From an optimization exercise on the open Yosys and OpenROAD flow, aimed at small area and a short achievable clock period; shortcuts taken in it are not production practice.
Function was checked by simulation only, so behaviour that the tests miss may differ from the original.

==> flow/design.v <==
module rbFIFO(clock,rst,dataIn,push,pop,dataOut,full,empty);
    input         clock;
    input         rst;
    input  [63:0] dataIn;
    input         push;
    input         pop;
    output [63:0] dataOut;
    output        full;
    output        empty;
    reg    [63:0] mem [1:31];
    reg    [63:0] dout;
    reg     [4:0] rt;         
    reg     [4:0] rh;         
    reg    [31:1] rsel;       
    reg    [31:1] wsel;       
    reg           full;
    reg           empty;
    reg           ram_empty;  
    reg           afull;      
    function [4:0] inc;
        input [4:0] s;
        inc = {s[3:0], s[4] ^ s[2]};
    endfunction
    wire ram_one = (inc(rh) == rt);          
    wire ram_29  = (inc(inc(rt)) == rh);     
    reg [31:1] hcur, hnxt, tcur, tnxt;       
    integer i;
    always @* begin
        for (i = 1; i < 32; i = i + 1) begin
            hcur[i]      = (rh == i);
            hnxt[inc(i)] = (rh == i);
            tcur[i]      = (rt == i);
            tnxt[inc(i)] = (rt == i);
        end
    end
    wire push_eff = push & ~full;
    wire pop_eff  = pop & ~empty & ~push_eff;
    wire tadv     = push_eff & ~empty;       
    wire hadv     = pop_eff & ~ram_empty;    
    wire full_n      = ~rst & (push_eff ? afull : (~pop_eff & full));
    wire empty_n     = rst | (~push_eff & (pop_eff ? ram_empty : empty));
    wire ram_empty_n = rst | (push_eff ? empty : (pop_eff ? (ram_empty | ram_one) : ram_empty));
    wire afull_n     = ~rst & (push_eff ? ram_29 : (pop_eff ? full : afull));
    always @(posedge clock) begin
        full      <= full_n;
        empty     <= empty_n;
        ram_empty <= ram_empty_n;
        afull     <= afull_n;
        if (rst) begin
            rt <= 5'd1;
            rh <= 5'd1;
        end else begin
            if (tadv) rt <= inc(rt);
            if (hadv) rh <= inc(rh);
        end
        rsel <= (hadv ? hnxt : hcur) & {31{~ram_empty_n}};
        if (rst)
            wsel <= 31'd1;
        else
            wsel <= (tadv ? tnxt : tcur) & {31{~full_n}};
    end
    always @(posedge clock) begin
        for (i = 1; i < 32; i = i + 1)
            if (wsel[i]) mem[i] <= dataIn;
    end
    wire [63:0] wd [0:31];
    wire [31:0] sd;
    genvar g, b;
    generate
        for (g = 1; g < 32; g = g + 1) begin : gw
            assign wd[g-1] = mem[g];
            assign sd[g-1] = rsel[g];
        end
    endgenerate
    assign wd[31] = dataIn;
    assign sd[31] = ram_empty;
    wire [63:0] rdata;
    wire  [3:0] load_q;
    generate
        for (g = 0; g < 4; g = g + 1) begin : gl
            rbfifo_load ul (.push(push), .pop(pop), .full(full), .empty(empty),
                            .ram_empty(ram_empty), .load(load_q[g]));
        end
    endgenerate
    wire [63:0] dout_n;
    generate
        for (b = 0; b < 64; b = b + 1) begin : gb
            wire [11:0] n;
            for (g = 0; g < 10; g = g + 1) begin : gs
                rbfifo_aoi222 u (.a0(wd[3*g][b]), .s0(sd[3*g]),
                                 .a1(wd[3*g+1][b]), .s1(sd[3*g+1]),
                                 .a2(wd[3*g+2][b]), .s2(sd[3*g+2]),
                                 .y(n[g]));
            end
            assign n[10] = ~(wd[30][b] & sd[30]);
            assign n[11] = ~(wd[31][b] & sd[31]);
            assign rdata[b] = ~&n;
            rbfifo_mux2 um (.a(dout[b]), .b(rdata[b]), .s(load_q[b/16]), .y(dout_n[b]));
        end
    endgenerate
    always @(posedge clock)
        dout <= dout_n;
    assign dataOut = dout;
endmodule
module rbfifo_aoi222(a0, s0, a1, s1, a2, s2, y);
    input  a0, s0, a1, s1, a2, s2;
    output y;
    assign y = ~((a0 & s0) | (a1 & s1) | (a2 & s2));
endmodule
module rbfifo_mux2(a, b, s, y);
    input  a, b, s;
    output y;
    assign y = s ? b : a;
endmodule
module rbfifo_load(push, pop, full, empty, ram_empty, load);
    input  push, pop, full, empty, ram_empty;
    output load;
    assign load = empty | (pop & ~empty & ~(push & ~full) & ~ram_empty);
endmodule
Settings: LEC_CHECK=0, CAP_MARGIN=20, CORE_MARGIN=2, CORE_UTILIZATION=65, CTS_BUF_LIST=sky130_fd_sc_hd__clkbuf_8 sky130_fd_sc_hd__clkbuf_16, CTS_CLUSTER_DIAMETER=80, CTS_CLUSTER_SIZE=24, SETUP_SLACK_MARGIN=3.3, SLEW_MARGIN=20, SYNTH_HIERARCHICAL=1, SYNTH_MINIMUM_KEEP_SIZE=0; clock period 5.5 ns.
run.sh (not shown) runs the stock make flow with config.mk's settings and CLKGATE_MAP_FILE= SYNTH_SCRIPT=/design/flow/synth_recipe.tcl, a recipe that flattens the netlist after the stock synthesis.
The starting point finished with timing, DRC and antenna clean.
Edit:
- CAP_MARGIN: 20 -> 10
- CTS_BUF_LIST: sky130_fd_sc_hd__clkbuf_8 sky130_fd_sc_hd__clkbuf_16 -> unset
- SLEW_MARGIN: 20 -> 10
Clock-buffer cell count went up by 76.
Final area hardly moves.
Sequential share of layout area is about the same.
Setup slack gains 0.0062 ns.
Via count is about the same.
Wire length hardly moves.

[separate check: timing with driven ports]
No port has a modelled driver above. Below, the same layouts with a new extraction and two added sets of constraints. Step 1: set_driving_cell puts a clkbuf_16 on clock and a buf_2 on each other input, an assumption about the parent block. Step 2, shift: input delay + t, output delay - t, t = (earliest + latest rising clock arrival at the registers) / 2. This alone moves slack from input paths to output paths. Three values: ideal ports, drivers, drivers and shift; two values: the first two.
run | shift t [ns] | setup slack, ns | worst register clock-pin slew, ns | worst data-port slew with drivers (ns) | cell pins on the clock port's net
the first run | 0.793 | 3.155 / 3.073 / 2.670 | 0.10 / 0.10 | 0.15 | 1
the second run | 0.793 | 3.162 / 3.079 / 2.658 | 0.10 / 0.10 | 0.16 | 1
After both steps every run listed still meets setup and hold. For the second run, which loses most, drivers alone change the setup slack by -0.083 ns; drivers and shift together by -0.504 ns.
